Context: an optimization exercise on an open-source flow, tuned for small area. The choices shown serve that exercise and are no tape-out recipe.
In this exercise RTL edits were held to simulation tests only and were not proved equivalent to the original.
Power figures rest on the tool's default switching activity, not on a simulated workload.

**flow/design.v**
```verilog
module memory_controller(CLK_48MHZ, RESET, SDRAM_STATUS, READ_CMD, GEIG_DATA, MAG_DATA,
    READ_ADDR, WRITE_ADDR, NEXT_READ, NEXT_WRITE, BUSY_HOLD, OP_READ, WORD);
input CLK_48MHZ, RESET, SDRAM_STATUS, READ_CMD;
input [79:0] GEIG_DATA;
input [79:0] MAG_DATA;
input [23:0] READ_ADDR;
input [23:0] WRITE_ADDR;
output NEXT_READ, NEXT_WRITE;
output BUSY_HOLD;
output OP_READ;
output [15:0] WORD;
reg [79:0] geig_prev;
reg [79:0] mag_prev;
reg prev_clr;          
reg read_prev;
reg [7:0] schedule;    
reg [2:0] write_count;
reg busy_hold;
reg [15:0] word;
reg [47:0] pend;
assign BUSY_HOLD = busy_hold;
assign OP_READ = (schedule[1:0] == 2'b11);
assign WORD = word;
function [7:0] ins;
    input [7:0] s;
    input [1:0] cmd;
    begin
        ins = s;
        if (s[1:0] == 2'b00) ins[1:0] = cmd;
        else if (s[3:2] == 2'b00) ins[3:2] = cmd;
        else if (s[5:4] == 2'b00) ins[5:4] = cmd;
        else ins[7:6] = cmd;
    end
endfunction
wire geig_chg = prev_clr ? (GEIG_DATA != 80'b0) : (geig_prev != GEIG_DATA);
wire mag_chg = prev_clr ? (MAG_DATA != 80'b0) : (mag_prev != MAG_DATA);
reg [7:0] s_ins;
always @(*) begin
    s_ins = schedule;
    if (geig_chg) s_ins = ins(s_ins, 2'b01);
    if (mag_chg) s_ins = ins(s_ins, 2'b10);
    if (READ_CMD && !read_prev) s_ins = ins(s_ins, 2'b11);
end
wire [1:0] head = s_ins[1:0];
wire is_write = (head == 2'b01) || (head == 2'b10);
wire is_read = (head == 2'b11);
wire [79:0] src = head[0] ? GEIG_DATA : MAG_DATA;
wire wc0 = (write_count == 3'd0);
wire wdone = (write_count == 3'd5);
wire step3 = busy_hold && !SDRAM_STATUS;    
wire step1 = !busy_hold && !SDRAM_STATUS;   
wire raw_eq = (READ_ADDR == WRITE_ADDR);
assign NEXT_WRITE = is_write && !wdone && step3;
assign NEXT_READ = is_read && step3;
always @(posedge CLK_48MHZ or negedge RESET) begin
    if (!RESET) begin
        prev_clr <= 1'b1;
        schedule <= 8'b0;
        write_count <= 3'b0;
        busy_hold <= 1'b0;
    end else begin
        prev_clr <= 1'b0;
        schedule <= s_ins;
        if (is_write) begin
            if (wdone) begin
                write_count <= 3'd0;
                schedule <= s_ins >> 2;
            end else if (step3) begin
                busy_hold <= 1'b0;
                write_count <= write_count + 3'd1;
            end else if (step1) begin
                busy_hold <= 1'b1;
            end
        end else if (is_read) begin
            if (step3) begin
                busy_hold <= 1'b0;
                schedule <= s_ins >> 2;
            end else if (!busy_hold && raw_eq) begin
                schedule <= s_ins >> 2;
            end else if (step1) begin
                busy_hold <= 1'b1;
            end
        end
    end
end
always @(posedge CLK_48MHZ) begin
    geig_prev <= GEIG_DATA;
    mag_prev <= MAG_DATA;
    read_prev <= READ_CMD;
end
wire ld = is_write && !wdone && wc0;
wire ld3 = ld && step3;              
wire ld1 = ld && !step3 && step1;    
wire sh = is_write && !wdone && !wc0 && step3;
wire ld3g = ld3 && head[0], ld3m = ld3 && !head[0];
wire ld1g = ld1 && head[0], ld1m = ld1 && !head[0];
wire hold_w = !(ld3 || ld1 || sh);
wire hold_p = !(ld3 || sh);
always @(posedge CLK_48MHZ) begin
    word <= ({16{ld3g}} & GEIG_DATA[31:16]) | ({16{ld3m}} & MAG_DATA[31:16]) |
            ({16{ld1g}} & GEIG_DATA[15:0]) | ({16{ld1m}} & MAG_DATA[15:0]) |
            ({16{sh}} & pend[15:0]) | ({16{hold_w}} & word);
    pend[15:0] <= ({16{ld3g}} & GEIG_DATA[47:32]) | ({16{ld3m}} & MAG_DATA[47:32]) |
                  ({16{sh}} & pend[31:16]) | ({16{hold_p}} & pend[15:0]);
    pend[31:16] <= ({16{ld3g}} & GEIG_DATA[63:48]) | ({16{ld3m}} & MAG_DATA[63:48]) |
                   ({16{sh}} & pend[47:32]) | ({16{hold_p}} & pend[31:16]);
    pend[47:32] <= ({16{ld3g}} & GEIG_DATA[79:64]) | ({16{ld3m}} & MAG_DATA[79:64]) |
                   ({16{!ld3}} & pend[47:32]);
end
endmodule
module sdram_interface(CLK_48MHZ, RESET, TIMESTAMP, START, OP_READ, A_BANK, A_COL, A_ROW,
    SDRAM_DQ_IN, SDRAM_DQ_OE, SDRAM_A, SDRAM_BA, SDRAM_CLK_EN, SDRAM_CKE, SDRAM_CS,
    SDRAM_RAS, SDRAM_CAS, SDRAM_WE, SDRAM_DQM, STATUS, DATA_READ);
input CLK_48MHZ;
input RESET;
input [23:0] TIMESTAMP;
input START;
input OP_READ;
input [1:0] A_BANK;
input [8:0] A_COL;
input [12:0] A_ROW;
input [15:0] SDRAM_DQ_IN;
output SDRAM_DQ_OE;
output [12:0] SDRAM_A;
output [1:0] SDRAM_BA;
output SDRAM_CLK_EN, SDRAM_CKE, SDRAM_CS, SDRAM_RAS, SDRAM_CAS, SDRAM_WE, SDRAM_DQM;
output STATUS;
output [15:0] DATA_READ;
reg pu;             
reg [3:0] c;
reg cke_pu;         
reg dqm;
reg [1:0] ba;
reg pwr_stabalize;
reg [23:0] ts_cap;     
reg ts_wait_prev;
reg [15:0] dread;
wire acc = !pu && (c != 4'd0);
wire ts_lt2 = (TIMESTAMP[23:1] == 23'b0);
wire ts_lt4 = (TIMESTAMP[23:2] == 22'b0);
wire c_wait = (c == 4'd3) || (c == 4'd10);
wire ts_hit = (TIMESTAMP == ts_cap + 24'd1);
wire last = OP_READ ? (c == 4'd12) : (c == 4'd9);
assign STATUS = pu || (c != 4'd0);
assign SDRAM_CLK_EN = pwr_stabalize;
assign SDRAM_CS = 1'b0;
assign SDRAM_CKE = pu ? cke_pu : (c != 4'd0);
assign SDRAM_DQM = dqm;
assign SDRAM_BA = ba;
assign DATA_READ = dread;
assign SDRAM_DQ_OE = !pu && !OP_READ && (c == 4'd8);
assign SDRAM_RAS = pu ? !((c == 4'd0) || (c == 4'd1) || (c == 4'd3) || (c == 4'd8))
                      : !((c == 4'd0) || (c == 4'd5));
assign SDRAM_CAS = !((c == 4'd0) || (c == 4'd8) || (pu && (c == 4'd3)));
assign SDRAM_WE  = pu ? !((c == 4'd0) || (c == 4'd1) || (c == 4'd8))
                      : !((c == 4'd8) && !OP_READ);
assign SDRAM_A = (pu && (c == 4'd1)) ? 13'h0400 :
                 (pu && (c == 4'd8)) ? 13'h0220 :
                 (!pu && (c == 4'd5)) ? A_ROW :
                 (!pu && (c == 4'd8)) ? {3'b001, 1'b0, A_COL} : 13'h0000;
always @(negedge CLK_48MHZ or negedge RESET) begin
    if (!RESET) begin
        pu <= 1'b1;
        c <= 4'd0;
        cke_pu <= 1'b0;
        dqm <= 1'b0;
        ba <= 2'b00;
        pwr_stabalize <= 1'b0;
    end else if (pu) begin
        if (ts_lt2) begin
            cke_pu <= 1'b0;
            dqm <= 1'b0;
        end else if (ts_lt4) begin
            pwr_stabalize <= 1'b1;
            cke_pu <= 1'b1;
            dqm <= 1'b1;
        end else begin
            case (c)
                4'd2: begin    
                    cke_pu <= 1'b0;
                    c <= 4'd3;
                end
                4'd3, 4'd10: begin
                    cke_pu <= ts_hit;
                    c <= ts_hit ? 4'd4 : 4'd10;
                end
                4'd7: begin    
                    cke_pu <= 1'b1;
                    ba <= 2'b01;
                    c <= 4'd8;
                end
                4'd9: begin    
                    cke_pu <= 1'b0;
                    pu <= 1'b0;
                    c <= 4'd0;
                end
                default: begin   
                    cke_pu <= 1'b1;
                    c <= c + 4'd1;
                end
            endcase
        end
    end else if (c == 4'd0) begin
        if (START) c <= 4'd1;    
    end else begin
        if (last) c <= 4'd0;     
        else c <= c + 4'd1;
        if (c == 4'd4) begin     
            ba <= A_BANK;
            dqm <= 1'b0;
        end
        if (OP_READ ? (c == 4'd11) : (c == 4'd8)) dqm <= 1'b1;
    end
end
wire dr_clr = acc && OP_READ && (c == 4'd7);
wire dr_cap = acc && OP_READ && (c == 4'd10);
wire dr_keep = !(dr_clr || dr_cap);
always @(negedge CLK_48MHZ or negedge RESET)
    if (!RESET) dread <= 16'b0;
    else dread <= ({16{dr_cap}} & SDRAM_DQ_IN) | ({16{dr_keep}} & dread);
wire ts_wait = pu && c_wait;
always @(posedge CLK_48MHZ) begin
    ts_wait_prev <= ts_wait;
    if (ts_wait && !ts_wait_prev) ts_cap <= TIMESTAMP;
end
endmodule
module read_buffer( CLK_48MHZ,RESET,NEXT_BYTE,DATA_READ,ROW_WRITE,READ_CMD,BYTE_OUT);
input CLK_48MHZ, RESET, NEXT_BYTE;
input [15:0] DATA_READ;
input [12:0] ROW_WRITE;
output READ_CMD;
output [7:0] BYTE_OUT;
reg read_cmd;
reg [1:0] init_stage;
reg [8:0] init_wait;
reg [7:0] byte_out;
reg [1:0] position;
reg next_byte_prev;
reg [7:0] lo, hi_a, hi_b;
assign BYTE_OUT = byte_out;
assign READ_CMD = read_cmd;
wire run = (init_stage == 2'd0);
wire nb = NEXT_BYTE && !next_byte_prev && run;
wire nb_lo = nb && !position[0];
wire nb_ha = nb && (position == 2'b01);
wire nb_hb = nb && (position == 2'b11);
wire enter = (init_stage == 2'd1) && (ROW_WRITE >= 13'd3);
wire st2 = (init_stage == 2'd2) || enter;    
wire fill = st2 && (init_wait < 9'd300);
always @(posedge CLK_48MHZ or negedge RESET) begin
    if (!RESET) begin
        read_cmd <= 1'b0;
        position <= 2'b00;
        byte_out <= 8'b0;
        next_byte_prev <= 1'b0;
        init_stage <= 2'd1;
        init_wait <= 9'd0;
    end else begin
        next_byte_prev <= NEXT_BYTE;
        byte_out <= ({8{nb_lo}} & lo) | ({8{nb_ha}} & hi_a) | ({8{nb_hb}} & hi_b) | ({8{!nb}} & byte_out);
        if (nb) position <= position + 2'b01;
        if (run) read_cmd <= !position[0];
        if (enter) begin
            read_cmd <= 1'b1;
            init_stage <= 2'd2;
        end
        if (st2) begin
            if (init_wait < 9'd300) begin
                init_wait <= init_wait + 9'd1;
            end else if (init_wait < 9'd400) begin
                read_cmd <= 1'b0;
                init_wait <= init_wait + 9'd1;
            end else begin
                read_cmd <= 1'b1;
                init_wait <= 9'd0;
                init_stage <= 2'd0;
            end
        end
    end
end
always @(posedge CLK_48MHZ) begin
    if (fill || (run && position[0])) lo <= DATA_READ[7:0];
    if (fill || (run && (position == 2'b11))) hi_a <= DATA_READ[15:8];
    if (run && (position == 2'b01)) hi_b <= DATA_READ[15:8];
end
endmodule
module write_address_traversal( CLK,RESET,NEXT, BA_WRITE_OUT, ROW_WRITE_OUT,COL_WRITE_OUT );
input CLK, NEXT, RESET;
output [1:0] BA_WRITE_OUT;
output [8:0] COL_WRITE_OUT;
output [12:0] ROW_WRITE_OUT;
reg [23:0] current_count;
assign BA_WRITE_OUT = current_count[23:22];
assign COL_WRITE_OUT = current_count[21:13];
assign ROW_WRITE_OUT = current_count[12:0];
wire [24:0] carry = {carry[23:0] & current_count, NEXT};
always @(posedge CLK or negedge RESET)
    if (!RESET) current_count <= 24'b0;
    else current_count <= current_count ^ carry[23:0];
endmodule
module read_address_traversal( CLK,RESET,NEXT, BA_READ_OUT, ROW_READ_OUT,COL_READ_OUT );
input CLK, NEXT, RESET;
output [1:0] BA_READ_OUT;
output [8:0] COL_READ_OUT;
output [12:0] ROW_READ_OUT;
reg [23:0] current_count;
assign BA_READ_OUT = current_count[23:22];
assign COL_READ_OUT = current_count[21:13];
assign ROW_READ_OUT = current_count[12:0];
wire [24:0] carry = {carry[23:0] & current_count, NEXT};
always @(posedge CLK or negedge RESET)
    if (!RESET) current_count <= 24'b0;
    else current_count <= current_count ^ carry[23:0];
endmodule
module sdram_logger (
    input         clk,           
    input         rst_n,         
    input  [23:0] timestamp,     
    input  [79:0] geig_data,     
    input  [79:0] mag_data,      
    input         next_byte,     
    input  [15:0] sdram_dq_in,   
    output [15:0] sdram_dq_out,  
    output        sdram_dq_oe,   
    output [12:0] sdram_a,
    output [1:0]  sdram_ba,
    output        sdram_clk_en,
    output        sdram_cke,
    output        sdram_cs,
    output        sdram_ras,
    output        sdram_cas,
    output        sdram_we,
    output        sdram_dqml,
    output        sdram_dqmu,
    output [7:0]  byte_out       
);
wire        sdram_status;
wire [15:0] data_read;
wire        next_read, next_write, read_cmd;
wire        busy_hold, op_read;
wire [1:0]  ba_read, ba_write;
wire [8:0]  col_read, col_write;
wire [12:0] row_read, row_write;
wire        dqm;
memory_controller memory_controller_0(
    .CLK_48MHZ    ( clk ),
    .RESET        ( rst_n ),
    .SDRAM_STATUS ( sdram_status ),
    .READ_CMD     ( read_cmd ),
    .GEIG_DATA    ( geig_data ),
    .MAG_DATA     ( mag_data ),
    .READ_ADDR    ( {ba_read, col_read, row_read} ),
    .WRITE_ADDR   ( {ba_write, col_write, row_write} ),
    .NEXT_READ    ( next_read ),
    .NEXT_WRITE   ( next_write ),
    .BUSY_HOLD    ( busy_hold ),
    .OP_READ      ( op_read ),
    .WORD         ( sdram_dq_out )
);
read_address_traversal read_address_traversal_0(
    .CLK          ( clk ),
    .NEXT         ( next_read ),
    .RESET        ( rst_n ),
    .BA_READ_OUT  ( ba_read ),
    .ROW_READ_OUT ( row_read ),
    .COL_READ_OUT ( col_read )
);
write_address_traversal write_address_traversal_0(
    .CLK           ( clk ),
    .RESET         ( rst_n ),
    .NEXT          ( next_write ),
    .BA_WRITE_OUT  ( ba_write ),
    .ROW_WRITE_OUT ( row_write ),
    .COL_WRITE_OUT ( col_write )
);
read_buffer read_buffer_0(
    .CLK_48MHZ ( clk ),
    .RESET     ( rst_n ),
    .NEXT_BYTE ( next_byte ),
    .DATA_READ ( data_read ),
    .ROW_WRITE ( row_write ),
    .READ_CMD  ( read_cmd ),
    .BYTE_OUT  ( byte_out )
);
sdram_interface sdram_interface_0(
    .CLK_48MHZ    ( clk ),
    .RESET        ( rst_n ),
    .TIMESTAMP    ( timestamp ),
    .START        ( busy_hold ),
    .OP_READ      ( op_read ),
    .A_BANK       ( op_read ? ba_read : ba_write ),
    .A_COL        ( op_read ? col_read : col_write ),
    .A_ROW        ( op_read ? row_read : row_write ),
    .SDRAM_DQ_IN  ( sdram_dq_in ),
    .SDRAM_DQ_OE  ( sdram_dq_oe ),
    .SDRAM_A      ( sdram_a ),
    .SDRAM_BA     ( sdram_ba ),
    .SDRAM_CLK_EN ( sdram_clk_en ),
    .SDRAM_CKE    ( sdram_cke ),
    .SDRAM_CS     ( sdram_cs ),
    .SDRAM_RAS    ( sdram_ras ),
    .SDRAM_CAS    ( sdram_cas ),
    .SDRAM_WE     ( sdram_we ),
    .SDRAM_DQM    ( dqm ),
    .STATUS       ( sdram_status ),
    .DATA_READ    ( data_read )
);
assign sdram_dqml = dqm;
assign sdram_dqmu = dqm;
endmodule
```
**flow/flow/abc_area.script**
```
&get -n
&st
&dch
&nf -a -R 2000 -F 20 -A 40
&put
strash
dch
amap -F 20 -A 60
topo
dnsize -c
```
**flow/flow/synth_area.tcl**
```tcl
# The standard flow's synthesis script (synth_recipe.tcl), with ABC's technology mapping
# run with an area-oriented script (abc_area.script beside this file) in place
# of ORFS's speed script. Registers are mapped before ABC and are unchanged.
proc synth {args} { yosys synth -nofsm -noshare {*}$args }
proc abc {args} {
  set i [lsearch -exact $args -script]
  if { $i >= 0 } { lset args [expr {$i + 1}] $::env(AREA_ABC_SCRIPT) }
  yosys abc {*}$args
}
source $::env(SCRIPTS_DIR)/synth.tcl
# left out here: clear keep_hierarchy, flatten, clean up, hide names made inside functions, write 1_2_yosys.v
```
**flow/standard.sh**
```bash
#!/bin/bash
# synth_recipe.tcl (not shown) runs the flow's synth.tcl, then flattens the netlist and writes it again
# the make line also repeats each setting of config.mk as NAME=value (left out here)
make -C /OpenROAD-flow-scripts/flow DESIGN_CONFIG=/design/flow/config.mk WORK_HOME=/design/flow/orfs CLKGATE_MAP_FILE= SYNTH_SCRIPT=/design/flow/synth_recipe.tcl "${@:-finish}"
```
**flow/config.mk**
```make
export PLATFORM = sky130hd
export DESIGN_NAME = sdram_logger
export DESIGN_NICKNAME = sdram_logger
export VERILOG_FILES = /design/flow/design.v
export SDC_FILE = /design/flow/constraint.sdc
export NUM_CORES = 4
export LEC_CHECK = 0
export CAP_MARGIN = 0
export CORE_MARGIN = 2
export CORE_UTILIZATION = 75
export SLEW_MARGIN = 0
```
**flow/constraint.sdc**
```tcl
create_clock -name core_clock -period 14.0 [get_ports {clk}]
set_input_delay 2.8000 -clock core_clock [delete_from_list [all_inputs] [get_ports {clk}]]
set_output_delay 2.8000 -clock core_clock [all_outputs]
set_load 0.01 [all_outputs]
```
**flow/flow/run.sh**
```bash
#!/bin/bash
# The standard ORFS layout (standard.sh) with these changes:
#  - synthesis: ABC maps the logic with an area-oriented script (synth_area.tcl)
#  - input/output ports are buffered with buf_1
#  - clock tree built from small clock buffers, without dummy loads
# Each tool's output is in ./orfs/logs (ORFS) and ./standard.log (make).
set -uo pipefail
F=$(cd "$(dirname "$0")" && pwd)
export AREA_ABC_SCRIPT=$F/abc_area.script
CTS="-sink_clustering_enable -repair_clock_nets -dont_use_dummy_load -sink_clustering_size 18 -sink_clustering_max_diameter 64 -buf_list {sky130_fd_sc_hd__clkbuf_8}"
bash standard.sh \
  "SYNTH_SCRIPT=$F/synth_area.tcl" \
  'BUFFER_PORTS_ARGS=-buffer_cell sky130_fd_sc_hd__buf_1' \
  "CTS_ARGS=$CTS" \
  finish > standard.log 2>&1
```
==> results.txt <==
-- flip-flops by register name, summed over array words and instances, names as in the netlist, 9 cells and up --
signal                                   count
memory_controller_0.pend                    48
sdram_interface_0.ts_cap                    24
memory_controller_0.geig_prev               80
read_address_traversal_0.current_count      24
sdram_interface_0.dread                     16
write_address_traversal_0.current_count     24
memory_controller_0.mag_prev                80
read_buffer_0.init_wait                      9
memory_controller_0.word                    16
-- placed cells by master, fill, tap and decap left out, types with 4 or more instances in the layout --
| cell | n |
|---|---|
| clkbuf_8 | 26 |
| buf_1 | 248 |
| a211oi_1 | 4 |
| nor4_1 | 55 |
| dfxtp_1 | 226 |
| o32ai_1 | 4 |
| ha_1 | 56 |
| o2111ai_1 | 5 |
| buf_4 | 7 |
| o211ai_1 | 7 |
| nand4_1 | 13 |
| nand3_1 | 14 |
| o22ai_1 | 45 |
| a21oi_1 | 149 |
| nand2_1 | 150 |
| o221ai_1 | 10 |
| a222oi_1 | 88 |
| xnor2_1 | 8 |
| clkinv_1 | 131 |
| dfrtp_1 | 82 |
| dfrtn_1 | 25 |
| a2111oi_0 | 4 |
| or4_1 | 43 |
| nor2_1 | 193 |
| a31oi_1 | 4 |
| o21ai_0 | 71 |
| edfxtp_1 | 48 |
| nor3_1 | 29 |
| xor2_1 | 52 |
-- path summary, 6_finish.rpt --
check,start,depth (start not counted),slack (ns),to
worst max-delay path,sdram_interface_0.c[0]$_DFFE_NN0P_,32,1.00,write_address_traversal_0.current_count[23]$_DFF_PN0_
worst min-delay path,sdram_interface_0.pwr_stabalize$_DFFE_NN0P_,1,0.42,sdram_interface_0.pwr_stabalize$_DFFE_NN0P_
worst max register to register,sdram_interface_0.c[0]$_DFFE_NN0P_,32,1.00,write_address_traversal_0.current_count[23]$_DFF_PN0_
worst min register to register,sdram_interface_0.pwr_stabalize$_DFFE_NN0P_,1,0.42,sdram_interface_0.pwr_stabalize$_DFFE_NN0P_
max in group asynchronous,rst_n,2,3.54,sdram_interface_0.c[2]$_DFFE_NN0P_
min in group asynchronous,rst_n,1,2.40,read_buffer_0.byte_out[2]$_DFF_PN0_
-- final cells by class --
class                   count  share of cell area (%)
inverters                 130                   2.824
clock buffers              26                   2.071
clock inverters             1                 0.02172
multi-input cells        1044                   36.90
flip-flops and latches    384                   50.48
well taps                 270                   1.955
repair buffers            256                   5.735
diodes                      1                 0.01448
-- cell usage after synthesis, drive strengths merged (3+ instances only) --
master	instances	area, µm²
a31oi	4	25.02
nand3	14	70.07
nand2	150	563.0
a221oi	3	26.28
o32ai	4	35.03
dfstp	3	78.83
a211oi	4	30.03
edfxtp	48	1441
xnor2	8	70.07
nor2b	3	18.77
clkinv	131	491.7
o21a	3	22.52
dfrtn	25	625.6
nor2	197	739.5
a222oi	88	880.8
nor4	56	350.3
dfxtp	226	4524
nor3	30	150.1
a2111oi	4	35.03
a21oi	149	745.7
o21ai	71	355.3
o221ai	10	87.58
or4	43	322.8
o22ai	45	281.5
nand4	13	81.33
o2111ai	5	43.79
xor2	52	455.4
ha	56	700.7
dfrtp	82	2052
or2	3	18.77
o211ai	7	52.55
-- critical path: cells and delay by family (launching register included) --
kind                     cells  cell delay [ns]
AND/OR/NAND/NOR              3             0.28
flip-flops                   1             0.49
adder cells (fa/ha/maj)     25             4.71
AO/OA/AOI/OAI                1             0.05
buffers and inverters        3             0.38
-- layer usage --
layer	up-vias	part of all wire (%)	wire length (µm)
met5	-	0.032	13
met4	2	3.0	1231
met3	118	10	4137
met2	782	49	20040
met1	6519	38	15700
li1	6361	-	-
-- stage by stage --
stage / std cells / power, W / area (µm²) / worst slack, ns / hold slack (ns)
after floorplan: 1561 / 0.001871 / 15570 / 1.500 / 0.3608
after global placement: 2085 / 0.002080 / 16920 / 1.206 / 0.4194
after detailed placement: 2085 / 0.002133 / 16920 / 1.005 / 0.4280
after CTS: 2111 / 0.002608 / 17280 / 1.029 / 0.4312
after global routing: 2111 / 0.002754 / 17280 / 0.6741 / 0.4607
final: 2112 / 0.002624 / 17280 / 1.002 / 0.4248
-- power by group through the flow --
stage                     combinational (W)  sequential (W)     clock, W
after global placement             0.000598         0.00148  0.000000972
after global routing               0.000725         0.00150     0.000532
final                              0.000650         0.00148     0.000492
after CTS                          0.000642         0.00147     0.000492
after detailed placement           0.000636         0.00150  0.000000972
after floorplan                    0.000406         0.00146  0.000000972
-- logic make-up after synthesis --
| group | count (synthesis) | synth area share (%) |
|---|---|---|
| buffers and inverters | 133 | 3.256 |
| AO/OA/AOI/OAI | 411 | 17.62 |
| flip-flops | 384 | 56.04 |
| XOR/XNOR | 60 | 3.376 |
| other | 1 | 0.02409 |
| adder cells (fa/ha/maj) | 56 | 4.502 |
| AND/OR/NAND/NOR | 515 | 15.18 |
==> impl_results.md <==
* Internal Power at around 0.0017 W
* Proportion of layout cells with a drive suffix above 1 at between 2 and 2.5%
* Die Y at about 150 µm
* Switching Share at between 30 and 40%
* Register area at 0.008722 mm²
* Most Frequent Cell on Critical Path: ha_1
* Slew @ Worst Pin at around 1.3 ns
* Critical Path Fanout Max at 6
* I/O Pins at between 200 and 300
* Worst setup EP type: register
* Clock power share at between 10% and 20%
* Net switching power at between 0.0008 and 0.0009 W
* Top_reg_cell synth: dfxtp_1
* Final Max Tran Viols at 0
* CP max stage delay at slightly below 0.5 ns
* CP Data Required Time at 14.47 ns
* Final Skew at about 0.072 ns
* Met1 Usage GRT at between 40% and 50%
* WL per Instance at 19.47 µm
* Nets at ~2100
* Via count at between 10000 and 15000
* Rel. slew slack at a little under an eighth
* Area of the multi-input gates at approximately 0.0064 mm²
* Path type of the worst setup path: register to register
* Gate power share at approximately a quarter
* Total grt overflow at 0
* Via density at 6.526
* GPL Wtd Cong at approximately 0.92
* CTS sink count at 384
* 1st-pass router iterations at 10
* Setup crit start kind: register
* Vias in the first global route at 13460
* Number of flops mapped to enable cells by yosys at 48
* DIE AREA at 0.02192 mm²
* CTS tree: built
* Filler cell count at about 1100
* FFs w/ async S/R, synth at 28.65%
* Initial antenna violation count at 1
* Initial Util at between 70% and 80%
* H-tree depth at 1
* Sequential element share of the synthesized area at between 50% and 60%
* Clock-pin slew on the worst setup and hold paths at 0.11 ns
* First-pass GRT wire length at around 66000 µm
* Root Driver: clkbuf_8
* Post-CTS Setup Inserts at 0
* Mapped cell area at approximately 0.016 mm²
* Final Core Density at 85.12%
* IO Port Bufs at 249
* Unrepaired setup endpoints after global routing: no
* Number of remaining DRC errors at 0
* PostCTS Resize Cnt at 0
* CTS max path bufs at 3
* M2 GR Usage at 63.15%
* Core area at just over 0.02 mm²
* Run status: finished clean
* Hold buffer count at cts at 0
* Worst skew pair latency at a little under 0.6 ns
* Worst path slowest cell: dfrtn_1
* FF+latch count, synth at 384
* CP arrival at 13.47 ns
* Overall routing resource usage at a little under two fifths
* Largest net degree at the start of global routing at between 70 and 80
* Die Width at between 100 and 150 µm
* GRT Max-Usage Layer: met2
* Final wirelength at 41120 µm
* Row count at between 50 and 60
* Max VDD drop at between 90 and 100 µV
* Power Density at about 150 mW/mm²
* Endpoints failing setup at 0
* Fin. Hold Viols at 0
* Initial drt markers at between 1500 and 2000
* Leakage power at between 6 and 7 nW
* Area growth from synthesis to layout at 11.01%
* TNS Setup at 0 ns
* Yosys cell types at 46
* Max-cap check violation count at 0
* Total CTS buffers at 26
* HPWL reported at the end of detailed placement at roughly 30000 µm
* Mapped Avg Cell Area at approximately 10 µm²
* Synth warn at 5
* Synth Instances at 1560
* Post-DRT Antenna Nets at 0
* HP Class: register to register
* Met3 global-route usage at ~6.2%
* Sequential power share at between 50% and 60%
